Context: an optimization exercise on an open-source flow, tuned for small area. The choices shown serve that exercise and are no tape-out recipe.
In this exercise RTL edits were held to simulation tests only and were not proved equivalent to the original.
Power figures rest on the tool's default switching activity, not on a simulated workload.

## flow/design.v (module list and top-level ports; edited modules follow where they fit)
// module Ducks_Rom: 1851 lines
// module Ducks_Drawer: 41 lines
// module Gun: 49 lines
// module Shot_Builder: 97 lines
// module RGe: 13 lines
// module Collision_Control: 22 lines
// module RAdd: 14 lines
// module Comparator: 17 lines
// module RDec: 13 lines
// module LfsrTimer: 11 lines
// module CLK_Divider: 15 lines
// module SineWave: 44 lines
// module Control_Drawer: 25 lines
// module VGA_LOGIC: 54 lines
// module Main: 144 lines
module Main(
	input clk,
	input reset,
	input izq,
	input der,
	input fire,
	input reload,
	output [1:0]red_out,
	output [1:0]green_out,
	output [1:0]blue_out,
	output hsync,
	output vsync,
	output reg [7:0]led,
	output shouldFinish,
	output [3:0]data_sound
	);
  // ...
==> flow/run.sh <==
#!/bin/bash
# synth_recipe.tcl (not shown) runs the flow's synth.tcl, then flattens the netlist and writes it again
# the make line also repeats each setting of config.mk as NAME=value (left out here)
make -C /OpenROAD-flow-scripts/flow DESIGN_CONFIG=/design/flow/config.mk WORK_HOME=/design/flow/orfs CLKGATE_MAP_FILE= SYNTH_SCRIPT=/design/flow/synth_recipe.tcl finish
==> flow/config.mk <==
export PLATFORM = sky130hd
export DESIGN_NAME = Main
export DESIGN_NICKNAME = Main
export VERILOG_FILES = /design/flow/design.v
export SDC_FILE = /design/flow/constraint.sdc
export NUM_CORES = 4
export LEC_CHECK = 0
export CAP_MARGIN = 20
export CORE_MARGIN = 2
export CORE_UTILIZATION = 40
export CTS_BUF_LIST = sky130_fd_sc_hd__clkbuf_16
export CTS_CLUSTER_DIAMETER = 60
export CTS_CLUSTER_SIZE = 25
export SLEW_MARGIN = 20
export SYNTH_MEMORY_MAX_BITS = 16384
==> flow/constraint.sdc <==
create_clock -name core_clock -period 20.0 [get_ports {clk}]
set_input_delay 4.0000 -clock core_clock [delete_from_list [all_inputs] [get_ports {clk}]]
set_output_delay 4.0000 -clock core_clock [all_outputs]
set_load 0.01 [all_outputs]
==> metrics.md, run 1 <==
| Metric | Value |
|---|---|
| Status | `no timing/DRC/antenna violations` |
| Setup bufs post-CTS | `0` |
| Warnings from Yosys | `21` |
| Top cells by area, synth | `dfxtp_1 (29%), fa_1 (14%), edfxtp_1 (7.9%), ha_1 (7.6%), inv_1 (3.1%)` |
| Worst Setup SP | `reset` |
| Starting DRC count in detailed routing | `1465` |
| Grt total ovfl | `0` |
| Register name with the most flops | `SB.X` |
| Pwr Density | `84.32 nW/um^2` |
| Leakage | `12.67 nW` |
| Bufs w/o clock | `52` |
| Fin crit share | `55.03%` |
| Synth Area in Adders | `21.88%` |
| Top sig layer | `met4` |
| Top cells by count, synth | `dfxtp_1 (405), inv_1 (234), nor2_1 (216)` |
| WHS Path Cells | `0` |
| CP most frequent cell | `fa_1` |
| Max Freq | `0.09085 GHz` |
| Starting density of the core | `~40%` |
| Most frequent cells in the layout | `dfxtp_1 (405), inv_1 (236), nor2_1 (213)` |
| Final GP Congestion | `0.9114` |
| Multi-input logic cell count | `2025` |
| Non-clk buf share | `under 10%` |
| Largest regs | `SB.X (80), SB.Y (72), tY.s (14)` |
| Share of post-route cells with drive strength above 1 | `7.612%` |
| Worst r2r dst | `DD4.address[5]$_SDFFCE_PP0P_` |
| GRT Total Usage | `19.29%` |
| R2r worst-path depth | `36` |
| Routed vias | `20610` |
| Largest power group | `registers` |
| Sequential Power Share | `41.6%` |
| Vias in the first global route | `20560` |
| Register bit total from synthesis | `around 480` |
| Cell Chain, Critical Path | `buf_4, buf_4, buf_4, nor2_2, nand2_1, nor2_1, or3_1, a21oi_1, ha_1, inv_1, fa_1, fa_1, fa_1, fa_1, fa_1, fa_1, fa_1, fa_1, ha_1, and4b_1, nand4_1, nor2_1` |
| Routed WL | `approximately 70 mm` |
| Synth Area in XOR/XNOR | `3.267%` |
| Most common cell after layout, fill and taps aside | `dfxtp_1` |
| Seq. pwr | `1.08 mW` |
| Worst Path Arrival | `11.53 ns` |
| FFs & Latches | `roughly 480` |
| Num CTS Buffers | `37` |
| GR Layer Usage met2 | `31.52%` |
==> run 2: changes to the inputs <==
==> flow/flow/run.sh (new file) <==
#!/bin/bash
# Own layout flow: the standard flow (standard.sh, unchanged synthesis),
# with clock tree synthesis run without dummy loads and with sinks clustered
# 28 to a clkbuf_16 leaf buffer within 70 um.
set -euo pipefail
CTS="-sink_clustering_enable -repair_clock_nets -dont_use_dummy_load -sink_clustering_size 28 -sink_clustering_max_diameter 70 -buf_list sky130_fd_sc_hd__clkbuf_16"
bash standard.sh "CTS_ARGS=$CTS" finish > layout.log 2>&1
==> flow/standard.sh (new file) <==
#!/bin/bash
# synth_recipe.tcl (not shown) runs the flow's synth.tcl, then flattens the netlist and writes it again
# the make line also repeats each setting of config.mk as NAME=value (left out here)
make -C /OpenROAD-flow-scripts/flow DESIGN_CONFIG=/design/flow/config.mk WORK_HOME=/design/flow/orfs CLKGATE_MAP_FILE= SYNTH_SCRIPT=/design/flow/synth_recipe.tcl "${@:-finish}"
removed: flow/run.sh
==> run 2 against run 1 <==
Net effect: cell count down 0.97%; synthesized area stayed put; fmax shrank 0.11%; largest cell class unchanged; flip-flop and latch count is the same; combinational power about the same.
==> metrics.md, run 2 <==
| Metric | Value |
|---|---|
| Post-cts resize count | `0` |
| Top delay family on crit path | `adder cells` |
| Register bit total from synthesis | `479 (unchanged)` |
| Pwr Density | `79.24 nW/um^2 (-6.0%)` |
| DIE AREA | `72510 um^2` |
| Fin crit share | `55.09% (+0.061 points)` |
| Req. time, crit path | `20.53 ns` |
| Cell taking the most area after synthesis | `dfxtp_1` |
| CTS tree | `done` |
| Crit Path Class | `in -> reg` |
| WL per Instance | `18.58 um` |
| Max-slew violation count | `0` |
| Core footprint | `69910 um^2` |
| Clock transition at path regs | `0.09 ns` |
| Worst Path Arrival | `11.55 ns (+0.02 ns)` |
| Most common cell in the netlist | `dfxtp_1` |
| Worst path bufs/invs | `4` |
| H-Tree Depth | `1` |
| Starting density of the core | `40.27% (unchanged)` |
| Max cap viols | `0` |
| Register area share after synthesis | `36.70%` |
| Vias in the first global route | `20380 (-0.90%)` |
| Initial antenna violation count | `2` |
| ANT nets after route | `0` |
| Root Buffer | `clkbuf_16` |
| Routed WL | `70.01 mm (-0.27%)` |
| Antenna diode count | `0` |
| Final HPWL DP | `around 53 mm` |
| CP most frequent cell | `fa_1` |
| Worst setup EP type | `flip-flop` |
| Nets@finish | `3198` |
| # IOs | `27` |
| Max reg flops | `80` |
| Ys flop type | `dfxtp_1` |
| Via density per instance | `around 5.4` |
| Layout area overhead | `7.361%` |
| Largest regs | `SB.X (80), SB.Y (72), tY.s (14)` |
| First-pass DRT Iterations | `6` |
| Async SR Flop Fraction | `0%` |
| Rel. slew slack | `30.12%` |
| Die Ht | `about 270 um` |
| Final core utilization | `43.23%` |
| Starting DRC count in detailed routing | `1517 (+3.5%)` |
| Max Freq | `0.09075 GHz (-0.11%)` |
| Fin Hold WS | `0.3608 ns` |
| Num CTS Buffers | `31 (-16%)` |
| Most frequent cells in the layout | `dfxtp_1 (405), inv_1 (232), nor2_1 (213)` |
| Synth top area share | `28.80%` |
| Setup bufs post-CTS | `0 (unchanged)` |
| Post-CTS Hold Buffers | `0` |
| Post-route DRC | `0` |
| Register name with the most flops | `SB.X` |
| Average size of a mapped cell | `a little under 10 um^2` |
| Routed vias | `20480 (-0.64%)` |
| Cell Chain, Critical Path | `buf_4, buf_4, buf_4, nor2_2, nand2_1, nor2_1, or3_1, a21oi_1, ha_1, inv_1, fa_1, fa_1, fa_1, fa_1, fa_1, fa_1, fa_1, fa_1, ha_1, and4b_1, nand4_1, nor2_1` |
| Final GP Congestion | `0.9114 (unchanged)` |
| Reg area | `10330 um^2` |
| First-pass GRT wire length | `around 110 mm` |
| Insertion delay to the later sink of the worst-skew pair | `0.66 ns` |
| Min Tclk post-route | `11.02 ns` |
| Final number of setup-violating endpoints | `0` |
| Most common cell after layout, fill and taps aside | `dfxtp_1` |
| Slowest cell on the critical path | `buf_4` |
| Top cells by count, synth | `dfxtp_1 (405), inv_1 (234), nor2_1 (216)` |
| Synth Cell Area | `28150 um^2` |
| Synth cell types | `89` |
| Final-report hold violation count | `0` |
| CP Max Fanout | `69` |
| Footprint of the multi-input gates | `16580 um^2` |
| Max rail drop VDD | `0.07136 mV` |
| Buffers on Ports | `26` |
| FILL cells | `6728` |
| Max incr delay on CP | `0.74 ns` |
| Largest net degree at the start of global routing | `70` |
| Worst Tran Pin Value | `1.047 ns` |
| Status | `no timing/DRC/antenna violations` |
| Worst-case clock buffer depth | `3` |
| Number of flops mapped to enable cells by yosys | `74` |
| Design Area, Final | `between 30000 and 40000 um^2` |
| Setup TNS | `0 ns` |
| RSZ-0062 raised after global routing | `false` |
| Top cells by area, synth | `dfxtp_1 (29%), fa_1 (14%), edfxtp_1 (7.9%), ha_1 (7.6%), inv_1 (3.1%)` |
| Clock skew | `0.09869 ns` |
| Grt total ovfl | `0 (unchanged)` |
| GRT Total Usage | `19.08% (-0.21 points)` |
| Warnings from Yosys | `21 (unchanged)` |
| Post-Synthesis Cells | `2844` |
| Share of post-route cells with drive strength above 1 | `6.650% (-0.96 points)` |
| Worst Hold Class | `reg -> reg` |
| FP Rows | `97` |
| Leakage | `12.42 nW (-1.9%)` |
| Die Wd | `269.3 um` |
| Startpoint types | `input pin` |
| CTS Sinks | `479` |
| Dpl cell area | `between 20000 and 30000 um^2` |
-- run 2: worst paths after layout --
path	start	to	slack, ns	cells after the start
hold reg to reg	temp$_SDFF_PP0_	temp_q$_DFF_P_	0.36	0
setup reg to reg	tX.s[1]$_SDFF_PP0_	DD4.address[10]$_SDFFCE_PP0P_	11.08	36
setup / recovery	reset	SB.f0[0]$_DFF_P_	8.98	22
hold / removal	temp$_SDFF_PP0_	temp_q$_DFF_P_	0.36	0
-- run 2: per-stage QoR --
stage	instances	worst slack [ns]	power, mW
5_1_grt	3767	8.520	2.546
6_report	3767	8.981	2.395
4_1_cts	3767	8.970	2.400
3_3_place_gp	3736	8.455	1.774
2_1_floorplan	2844	10.10	1.602
3_5_place_dp	3736	8.295	1.806
-- run 2: report_power, final --
group	internal, mW	switching, mW
clock	0.272	0.321
combinational	0.277	0.447
sequential	1.04	0.0407
-- run 2: cell families (layout without fill, tap and decap cells) --
kind of cell	count (synthesis)	in the layout	synth area share, %
mux	131	131	4.996
simple gates	1001	1001	19.08
flops	479	479	36.70
buf+inv	340	323	4.565
compound gates	407	407	9.517
fa+ha+maj	381	381	21.88
xor+xnor	105	105	3.267
-- run 2: routing by layer --
metal  vias to the layer above  global-route usage (%)  wire [um]
li1                       9815                       -          -
met1                     10090                   26.54      32680
met2                       474                   31.52      32350
met3                        96                   2.307       3278
met4                         0                   4.825       1703
met5                         -                       0          0
-- run 2: worst register-to-register path: cells and delay by family, from the launching register on --
kind,cells,cell delay [ns]
buffers and inverters,6,0.38
adder cells (fa/ha/maj),19,4.42
AND/OR/NAND/NOR,9,2.61
AO/OA/AOI/OAI,1,0.63
flip-flops,1,0.34
XOR/XNOR,1,0.09
-- run 2: cell type report --
| class | count | area share, % |
|---|---|---|
| flip-flops and latches | 479 | 34.18 |
| repair buffers | 52 | 1.499 |
| clock buffers | 31 | 2.567 |
| well taps | 940 | 3.892 |
| multi-input cells | 2025 | 54.88 |
| inverters | 240 | 2.981 |
==> run 3: changes to the inputs <==
==> flow/flow/run.sh (replaced) <==
#!/bin/bash
# Own layout flow: the standard flow (standard.sh) with two changes.
# - Synthesis is the standard flow's (synth_recipe.tcl and ORFS's synth.tcl, otherwise
#   unchanged), but ABC maps the logic with flow/abc.script: ORFS's speed
#   script with the delay target relaxed and without buffering or upsizing,
#   for area (the clock period leaves ample slack). Registers are mapped
#   before ABC runs, so they are the standard synthesis's.
# - Clock tree synthesis runs without dummy loads, with sinks clustered 28 to
#   a clkbuf_16 leaf buffer within 70 um.
# Each tool's output goes to layout.log here and to ORFS's logs in orfs/logs.
set -euo pipefail
HERE=$(pwd)
sed "s#^  log_cmd abc {\*}\$abc_args\$#  lset abc_args 1 $HERE/flow/abc.script\n  log_cmd abc {*}\$abc_args#" "$FLOW_HOME/scripts/synth.tcl" > flow_synth.tcl
grep -q "lset abc_args 1 $HERE/flow/abc.script" flow_synth.tcl
sed "s#\$::env(SCRIPTS_DIR)/synth.tcl#$HERE/flow_synth.tcl#" synth_recipe.tcl > flow_synth_recipe.tcl
grep -q "$HERE/flow_synth.tcl" flow_synth_recipe.tcl
CTS="-sink_clustering_enable -repair_clock_nets -dont_use_dummy_load -sink_clustering_size 28 -sink_clustering_max_diameter 70 -buf_list sky130_fd_sc_hd__clkbuf_16"
bash standard.sh "SYNTH_SCRIPT=$HERE/flow_synth_recipe.tcl" "CTS_ARGS=$CTS" finish > layout.log 2>&1
==> flow/flow/abc.script (new file) <==
&get -n
&st
&dch
&nf -R 1000 -F 8 -A 4
&st
&syn2
&if -g -K 6
&synch2
&nf -R 1000 -F 8 -A 4
&st
&syn2
&if -g -K 6
&synch2
&nf -R 1000 -F 8 -A 4
&st
&syn2
&if -g -K 6
&synch2
&nf -R 1000 -F 8 -A 4
&st
&syn2
&if -g -K 6
&synch2
&nf -R 1000 -F 8 -A 4
&st
&syn2
&if -g -K 6
&synch2
&nf -R 1000 -F 8 -A 4
&put
topo
stime -c
dnsize -c
==> run 3 against run 2 <==
Net effect: still clean; flip-flop and latch count unchanged; critical path depth is 6 higher; cell count shrank 0.29%; via count hardly changed; worst setup slack better by 0.49 ns; hold slack got worse by 0.0085 ns; critical endpoint is now DD.address[4]$_SDFFCE_PP0P_; largest power group unchanged.
==> metrics.md, run 3 <==
| Metric | Value |
|---|---|
| Final number of setup-violating endpoints | `0 (unchanged)` |
| Max cap viols | `0 (unchanged)` |
| CTS tree | `done` |
| Share of post-route cells with drive strength above 1 | `2.879% (-3.8 points)` |
| Routed vias | `20480 (+0.039%)` |
| Routed WL | `70.32 mm (+0.45%)` |
| Worst Setup SP | `reset` |
| Max-slew violation count | `0 (unchanged)` |
| Synth Cell Area | `27370 um^2 (-2.8%)` |
| Top cells by area, synth | `dfxtp_1 (30%), fa_1 (14%), edfxtp_1 (8.1%), ha_1 (7.9%), nand2_1 (3.5%)` |
| Cell count after placement | `3724 (-0.32%)` |
| CP Max Fanout | `59 (-14%)` |
| Clock transition at path regs | `0.10 ns (about the same)` |
| R2R Setup Slk | `10.88 ns (-0.20 ns)` |
| Via density per instance | `5.453 (+0.33%)` |
| Buffers on Ports | `26 (unchanged)` |
| Startpoint types | `input pin` |
| Worst Path Arrival | `11.01 ns (-0.54 ns)` |
| Register bit total from synthesis | `479 (unchanged)` |
| Number of flops mapped to enable cells by yosys | `74 (unchanged)` |
| WL per Instance | `18.72 um (+0.74%)` |
| Max reg flops | `80 (unchanged)` |
| Final HPWL DP | `54.17 mm (+2.3%)` |
| Status | `no timing/DRC/antenna violations` |
| Vias in the first global route | `20570 (+0.97%)` |
| Leakage | `11.56 nW (-7.0%)` |
| Min Tclk post-route | `10.53 ns (-0.4893 ns)` |
| Post-Synthesis Cells | `2792 (-1.8%)` |
| Die Ht | `265.6 um (-1.4%)` |
| Nets@finish | `3254 (+1.8%)` |
| Critical path depth | `28 (+27%)` |
| Worst Tran Pin Value | `1.033 ns (-0.01386 ns)` |
| CTS Sinks | `479 (unchanged)` |
| Num CTS Buffers | `31 (unchanged)` |
| Worst-case clock buffer depth | `3 (unchanged)` |
| Clock skew | `0.09128 ns (-0.007407 ns)` |
| Antenna diode count | `0 (unchanged)` |
| Rel. slew slack | `29.15% (-0.97 points)` |
| Synth cell types | `64 (-28%)` |
| First-pass DRT Iterations | `7 (+1)` |
| Starting DRC count in detailed routing | `1389 (-8.4%)` |
| H-Tree Depth | `1 (unchanged)` |
| Fin crit share | `52.65% (-2.4 points)` |
| Top delay family on crit path | `adder cells` |
| Async SR Flop Fraction | `0% (unchanged)` |
| Worst r2r src | `segs[0]$_SDFFE_PP0P_` |
| RSZ-0062 raised after global routing | `false` |
| R2r worst-path depth | `37 (+2.8%)` |
| Largest regs | `SB.X (80), SB.Y (72), tY.s (14)` |
| Final GP Congestion | `0.8993 (-1.3%)` |
| Ys flop type | `dfxtp_1` |
| Pwr Density | `78.16 nW/um^2 (-1.4%)` |
| ANT nets after route | `0 (unchanged)` |
| Top cells by count, synth | `dfxtp_1 (405), nand2_1 (257), clkinv_1 (255)` |
| Most common cell in the netlist | `dfxtp_1` |
| Initial antenna violation count | `0 (-2)` |
| Core footprint | `67510 um^2 (-3.4%)` |
| Post-route DRC | `0 (unchanged)` |
| Setup crit end | `DD.address[4]$_SDFFCE_PP0P_` |
| Insertion delay to the later sink of the worst-skew pair | `0.64 ns (-0.02 ns)` |
| Die Wd | `265.6 um (-1.4%)` |
| Non-Filler Instances | `3756 (-0.29%)` |
| Register name with the most flops | `SB.X` |
| FILL cells | `6466 (-3.9%)` |
| CP most frequent cell | `fa_1` |
| Final-report hold violation count | `0 (unchanged)` |
| Most frequent cells in the layout | `dfxtp_1 (405), nand2_1 (256), clkinv_1 (255)` |
| FP Rows | `95 (-2.1%)` |
| Max Freq | `0.09497 GHz (+4.6%)` |
| Starting density of the core | `40.54% (+0.28 points)` |
| GRT Total Usage | `20.00% (+0.92 points)` |
| Warnings from Yosys | `21 (unchanged)` |
| Largest net degree at the start of global routing | `67 (-4.3%)` |
| Grt total ovfl | `0 (unchanged)` |
| DIE AREA | `70540 um^2 (-2.7%)` |
| Max incr delay on CP | `0.54 ns (-0.20 ns)` |
| Cell taking the most area after synthesis | `dfxtp_1` |
| Setup TNS | `0 ns (unchanged)` |
| Average size of a mapped cell | `9.804 um^2 (-0.94%)` |
| Layout area overhead | `8.931%` |
| Worst r2r dst | `DD.address[4]$_SDFFCE_PP0P_` |
| Register area share after synthesis | `37.74% (+1.0 points)` |
| First-pass GRT wire length | `113.5 mm (+0.71%)` |
| Worst setup EP type | `flip-flop` |
| Slowest cell on the critical path | `buf_4` |
| Crit Path Class | `in -> reg` |
| Req. time, crit path | `20.48 ns (-0.05 ns)` |
| Post-cts resize count | `0 (unchanged)` |
| Worst path bufs/invs | `7 (+3)` |
| Synth top area share | `29.62% (+0.81 points)` |
| Worst Hold Class | `reg -> reg` |
| Setup bufs post-CTS | `0 (unchanged)` |
| # IOs | `27 (unchanged)` |
| Root Buffer | `clkbuf_16` |
| Max rail drop VDD | `0.06920 mV (-3.0%)` |
| Most common cell after layout, fill and taps aside | `dfxtp_1` |
| Post-CTS Hold Buffers | `0 (unchanged)` |
## run 3: changes by cell type after synthesis, moves of 24 or more
cell,before,now
mux2i_1,73,49
mux2_2,56,0
and2_0,1,91
mux2_1,0,50
nand2_1,186,257
or2_2,28,0
inv_1,234,0
a21oi_1,84,114
clkinv_1,2,255
or2_0,0,25
and2_1,83,0
clkbuf_1,83,0
nor2_1,216,244
## run 3: layout make-up
class / instances / area, um^2 / share of cell area, %
clock buffer: 31 / 775.7 / 2.602
inverter: 255 / 957.2 / 3.210
multi-input combinational: 2058 / 16150 / 54.16
sequential: 479 / 10330 / 34.64
tap: 873 / 1092 / 3.663
timing repair buffer: 60 / 513.0 / 1.720
## run 3: power breakdown
group	leakage, nW	switching [mW]	total (mW)	internal [mW]
combinational	7.03	0.411	0.663	0.252
sequential	4.14	0.0416	1.08	1.03
clock	0.382	0.319	0.591	0.272
total	11.6	0.771	2.33	1.56
## run 3: worst reg2reg max path, delay by kind of cell (launching register included)
family | cells | cell delay [ns]
DFF | 1 | 0.41
and+or+nand+nor | 13 | 2.66
buffers and inverters | 10 | 1.70
AOI/OAI and AO/OA | 3 | 0.74
muxes | 1 | 0.36
adders and majority gates | 9 | 2.75
xor gates and xnor gates | 1 | 0.34
## run 3: per-stage QoR
stage / instance area [um^2] / power, mW / hold WS, ns / utilization, % / setup WS, ns
2_1_floorplan: 27370 / 1.547 / 0.3235 / - / 8.979
3_3_place_gp: 29020 / 1.713 / 0.3347 / 42.98 / 9.065
3_5_place_dp: 29020 / 1.751 / 0.3313 / 42.98 / 8.776
4_1_cts: 29790 / 2.343 / 0.3535 / 44.13 / 9.416
5_1_grt: 29820 / 2.475 / 0.3630 / 44.17 / 8.907
6_report: 29820 / 2.331 / 0.3523 / 44.17 / 9.470
## run 3: cells by family (layout without fill, tap and decap cells)
family	Yosys count	in the layout	synth area share (%)
AO/OA/AOI/OAI	422	422	9.471
XOR/XNOR	100	100	3.200
adder cells (fa/ha/maj)	373	373	22.20
buffers and inverters	255	346	3.497
flip-flops	479	479	37.74
multiplexers	101	101	4.013
AND/OR/NAND/NOR	1062	1062	19.89
## run 3: worst min path at each step
| stage | from | end | slack (ns) | cells after the start |
|---|---|---|---|---|
| 4_1_cts | temp$_SDFF_PP0_ | temp_q$_DFF_P_ | 0.35 | 0 |
| 3_3_place_gp | temp$_SDFF_PP0_ | temp_q$_DFF_P_ | 0.33 | 0 |
| 3_5_place_dp | temp$_SDFF_PP0_ | temp_q$_DFF_P_ | 0.33 | 0 |
| 2_1_floorplan | temp$_SDFF_PP0_ | temp_q$_DFF_P_ | 0.32 | 0 |
| 6_report | temp$_SDFF_PP0_ | temp_q$_DFF_P_ | 0.35 | 0 |
| 5_1_grt | temp$_SDFF_PP0_ | temp_q$_DFF_P_ | 0.36 | 0 |
## run 3: routing by layer
layer / track usage [%] / vias up / routed length [um]
met1: 27.71 / 10090 / 32620
li1: - / 9848 / -
met5: 0 / - / 0
met2: 33.32 / 444 / 32750
met4: 5.800 / 0 / 1948
met3: 1.842 / 98 / 3006
==> run 4: changes to the inputs <==
--- a/flow/flow/run.sh
+++ b/flow/flow/run.sh
@@ -1,10 +1,11 @@
 #!/bin/bash
 # Own layout flow: the standard flow (standard.sh) with two changes.
 # - Synthesis is the standard flow's (synth_recipe.tcl and ORFS's synth.tcl, otherwise
-#   unchanged), but ABC maps the logic with flow/abc.script: ORFS's speed
-#   script with the delay target relaxed and without buffering or upsizing,
-#   for area (the clock period leaves ample slack). Registers are mapped
-#   before ABC runs, so they are the standard synthesis's.
+#   unchanged), but ABC maps the logic with flow/abc.script, an area-oriented
+#   script (relaxed delay target, area-flow and exact-area rounds, mfs3 area
+#   resubstitution, no buffering or upsizing); the clock period leaves ample
+#   slack. Registers are mapped before ABC runs, so they are the standard
+#   synthesis's.
 # - Clock tree synthesis runs without dummy loads, with sinks clustered 28 to
 #   a clkbuf_16 leaf buffer within 70 um.
 # Each tool's output goes to layout.log here and to ORFS's logs in orfs/logs.
==> flow/flow/abc.script (replaced) <==
&get -n
&st
&syn2
&dch -f
&nf -R 1000 -F 8 -A 4
&st
&synch2
&dch -f
&nf -R 1000 -F 8 -A 4
&st
&synch2
&dch -f
&nf -R 1000 -F 8 -A 4
&put
mfs3 -a
topo
stime -c
dnsize -c
==> run 4 against run 3 <==
Net effect: non-clock buffer count shrank 2; wire length shrank 1.7%; die area shrank 2.4%; utilization grew 0.062 points; cell count grew 0.27%; critical path type unchanged; largest power group unchanged; highest routed layer unchanged.
==> metrics.md, run 4 <==
| Metric | Value |
|---|---|
| Status | `no timing/DRC/antenna violations` |
| Share of post-route cells with drive strength above 1 | `2.688% (-0.19 points)` |
| Min Tclk post-route | `11.02 ns (+0.4900 ns)` |
| Reg area | `10330 um^2 (unchanged)` |
| Rel. slew slack | `30.22% (+1.1 points)` |
| Top cells by area, synth | `dfxtp_1 (30%), fa_1 (14%), edfxtp_1 (8.3%), ha_1 (8.1%), nand2_1 (4.2%)` |
| Crit Path Class | `in -> reg` |
| CP Max Fanout | `51 (-14%)` |
| FILL cells | `6261 (-3.2%)` |
| Routed vias | `20420 (-0.30%)` |
| Fin crit share | `55.10% (+2.4 points)` |
| Warnings from Yosys | `21 (unchanged)` |
| Clock skew | `0.05640 ns (-0.03488 ns)` |
| Register area share after synthesis | `38.67% (+0.94 points)` |
| Grt total ovfl | `0 (unchanged)` |
| Largest family of logic cells by synthesized area | `adder cells` |
| Post-cts resize count | `0 (unchanged)` |
| Worst Hold Class | `reg -> reg` |
| Final core utilization | `44.23% (+0.062 points)` |
| Top cells by count, synth | `dfxtp_1 (405), nand2_1 (300), clkinv_1 (257)` |
| Routed WL | `69.12 mm (-1.7%)` |
| Worst path bufs/invs | `7 (unchanged)` |
| Startpoint types | `input pin` |
| Vias in the first global route | `20540 (-0.15%)` |
| Req. time, crit path | `20.39 ns (-0.09 ns)` |
| Final number of setup-violating endpoints | `0 (unchanged)` |
| Max rail drop VDD | `0.04876 mV (-30%)` |
| Largest net degree at the start of global routing | `72 (+7.5%)` |
| Register bit total from synthesis | `479 (unchanged)` |
| Setup bufs post-CTS | `0 (unchanged)` |
| Leakage | `11.44 nW (-0.99%)` |
| Number of flops mapped to enable cells by yosys | `74 (unchanged)` |
| Slowest cell on the critical path | `buf_4` |
| Final GP Congestion | `0.8773 (-2.4%)` |
| Final HPWL DP | `51.80 mm (-4.4%)` |
| # IOs | `27 (unchanged)` |
| Synth Area in Adders | `22.78% (+0.59 points)` |
| Async SR Flop Fraction | `0% (unchanged)` |
| Die Ht | `262.4 um (-1.2%)` |
| Max reg flops | `80 (unchanged)` |
| Final-report hold violation count | `0 (unchanged)` |
| Synth Area in Compound Gates | `11.94% (+2.5 points)` |
| Max Freq | `0.09075 GHz (-4.4%)` |
| ANT nets after route | `0 (unchanged)` |
| Synth Area in Simple Gates | `19.42% (-0.47 points)` |
| Most common cell in the netlist | `dfxtp_1` |
| Initial antenna violation count | `0 (unchanged)` |
| Most frequent cells in the layout | `dfxtp_1 (405), nand2_1 (299), clkinv_1 (257)` |
| Via density per instance | `5.423 (-0.56%)` |
| Footprint of the multi-input gates | `15460 um^2 (-4.3%)` |
| Critical path depth | `28 (unchanged)` |
| Core footprint | `65980 um^2 (-2.3%)` |
| Nets@finish | `3273 (+0.58%)` |
| CTS Sinks | `479 (unchanged)` |
| Multiplexer area fraction after synthesis | `1.068% (-2.9 points)` |
| Root Buffer | `clkbuf_16` |
| FP Rows | `94 (-1.1%)` |
| Worst-case clock buffer depth | `3 (unchanged)` |
| GRT Total Usage | `20.04% (+0.035 points)` |
| CP most frequent cell | `fa_1` |
| Starting DRC count in detailed routing | `1464 (+5.4%)` |
| Largest regs | `SB.X (80), SB.Y (72), tY.s (14)` |
| Most common cell after layout, fill and taps aside | `dfxtp_1` |
| Buffers on Ports | `26 (unchanged)` |
| Pwr Density | `82.44 nW/um^2 (+5.5%)` |
| Register name with the most flops | `SB.X` |
| WL per Instance | `18.35 um (-2.0%)` |
| Synth cell types | `65 (+1.6%)` |
| Antenna diode count | `0 (unchanged)` |
| Starting density of the core | `40.48% (-0.062 points)` |
| Average size of a mapped cell | `9.509 um^2 (-3.0%)` |
| Synth Cell Area | `26710 um^2 (-2.4%)` |
| First-pass DRT Iterations | `6 (-1)` |
| Post-CTS Hold Buffers | `0 (unchanged)` |
| Insertion delay to the later sink of the worst-skew pair | `0.58 ns (-0.06 ns)` |
| Post-route DRC | `0 (unchanged)` |
| Cell taking the most area after synthesis | `dfxtp_1` |
| H-Tree Depth | `2 (+1)` |
| Fin Hold WS | `0.3515 ns (-0.0007290 ns)` |
| R2r worst-path depth | `39 (+5.4%)` |
| Post-Synthesis Cells | `2809 (+0.61%)` |
| Non-Filler Instances | `3766 (+0.27%)` |
| WHS Path Cells | `0 (unchanged)` |
| CTS tree | `done` |
| Design Area, Final | `29180 um^2 (-2.1%)` |
| Layout area overhead | `9.251%` |
| Clock transition at path regs | `0.07 ns (-0.03 ns)` |
| RSZ-0062 raised after global routing | `false` |
| Top delay family on crit path | `adder cells` |
| Cell count after placement | `3731 (+0.19%)` |
| Worst setup EP type | `flip-flop` |
| Die Wd | `262.4 um (-1.2%)` |
| Synth top area share | `30.35% (+0.74 points)` |
| DIE AREA | `68860 um^2 (-2.4%)` |
| Max-slew violation count | `0 (unchanged)` |
| Ys flop type | `dfxtp_1` |
| Dpl cell area | `28320 um^2 (-2.4%)` |
| Worst Tran Pin Value | `1.043 ns (+0.009550 ns)` |
| Setup TNS | `0 ns (unchanged)` |
| Worst Path Arrival | `11.41 ns (+0.40 ns)` |
| Max incr delay on CP | `0.55 ns (about the same)` |
| First-pass GRT wire length | `111.7 mm (-1.6%)` |
| Max cap viols | `0 (unchanged)` |
| Num CTS Buffers | `34 (+9.7%)` |
| Synth Area in XOR/XNOR | `2.492% (-0.71 points)` |
==> run 4: changes by cell type in the layout (fill, tap and decap cells not counted), moves of 11 or more <==
| cell | delta |
|---|---|
| xor2_1 | -12 |
| and2_0 | +11 |
| nand2_1 | +43 |
| mux2i_1 | -34 |
| nor3_1 | +30 |
| nor3b_1 | -14 |
| nand3_1 | +14 |
| o21ai_0 | +37 |
| nor2b_1 | -13 |
| a21oi_1 | +62 |
| xnor2_1 | -12 |
| or2_0 | -15 |
| nand4_1 | -25 |
| mux2_1 | -42 |
==> run 4: final timing paths <==
check / from / to / slack, ns
setup / recovery: reset / DD2.address[3]$_SDFFCE_PP0P_ / 8.98
setup reg to reg: tX.s[9]$_SDFF_PP0_ / DD2.address[0]$_SDFFCE_PP0P_ / 10.56
hold reg to reg: temp$_SDFF_PP0_ / temp_q$_DFF_P_ / 0.35
hold / removal: temp$_SDFF_PP0_ / temp_q$_DFF_P_ / 0.35
==> run 4: metrics by stage <==
stage / setup slack (ns) / total power, mW
2_1_floorplan: 8.488 / 1.594
3_3_place_gp: 8.666 / 1.766
3_5_place_dp: 8.461 / 1.793
4_1_cts: 9.009 / 2.423
5_1_grt: 8.450 / 2.560
6_report: 8.980 / 2.406
==> run 4: power by group <==
| part | switching, mW | internal (mW) | total [mW] |
|---|---|---|---|
| sequential | 0.0419 | 1.04 | 1.08 |
| clock | 0.327 | 0.302 | 0.630 |
| combinational | 0.422 | 0.272 | 0.694 |
==> run 4: layout make-up <==
class	instances	share of cell area (%)
clock buffer	34	2.916
inverter	257	3.306
multi-input combinational	2074	52.98
sequential	479	35.40
tap	864	3.705
timing repair buffer	58	1.698
==> run 4: worst reg2reg max path, delay by kind of cell, from the launching register on <==
family                   cells  cell delay, ns
AO/OA/AOI/OAI                2            0.74
flip-flops                   1            0.36
adder cells (fa/ha/maj)     19            4.54
AND/OR/NAND/NOR             11            2.78
buffers and inverters        7            0.61
==> run 4: layer usage <==
layer / up-vias / track usage (%) / wire length [um]
li1: 9852 / - / -
met1: 9968 / 26.69 / 31350
met2: 510 / 34.32 / 32850
met3: 92 / 2.305 / 3129
met4: 0 / 5.840 / 1790
met5: - / 0 / 0
==> run 4: logic make-up (layout without fill, tap and decap cells) <==
kind of cell,count (synthesis),count (layout)
AO/OA/AOI/OAI,529,529
XOR/XNOR,76,76
adder cells (fa/ha/maj),374,374
buffers and inverters,257,349
flip-flops,479,479
multiplexers,25,25
other,1,2
AND/OR/NAND/NOR,1068,1068

[afterwards: timing with drivers on the ports]
Ports are ideal in the flow. The routed layouts listed here were re-timed in OpenROAD.
Step 1 assumes that a clkbuf_16 drives the clock port and a buf_2 every other input.
Step 2 adds t to the input delays and takes it off the output delays; t is the mean of the earliest and latest rising clock arrival at the registers after step 1. Input paths then give back, and output paths get back, about the clock's delay inside the block.
a / b / c = ideal ports / drivers / drivers and shift; a / b = the first two.
| run | shift t [ns] | setup slack, ns | worst register clock-pin slew, ns | worst data-port slew with drivers (ns) | pins driven straight from the clock port |
|---|---|---|---|---|---|
| run 1 | 0.629 | 8.993 / 9.031 / 8.401 | 0.09 / 0.09 | 0.03 | 1 |
| run 2 | 0.667 | 8.981 / 9.015 / 8.348 | 0.11 / 0.11 | 0.03 | 1 |
| run 3 | 0.650 | 9.470 / 9.482 / 8.831 | 0.11 / 0.11 | 0.04 | 1 |
| run 4 | 0.609 | 8.980 / 9.013 / 8.405 | 0.10 / 0.10 | 0.04 | 1 |
After both steps every run listed still meets setup and hold. The setup slack of run 3, which loses most, moves by +0.012 ns with the drivers and by -0.639 ns with both steps.
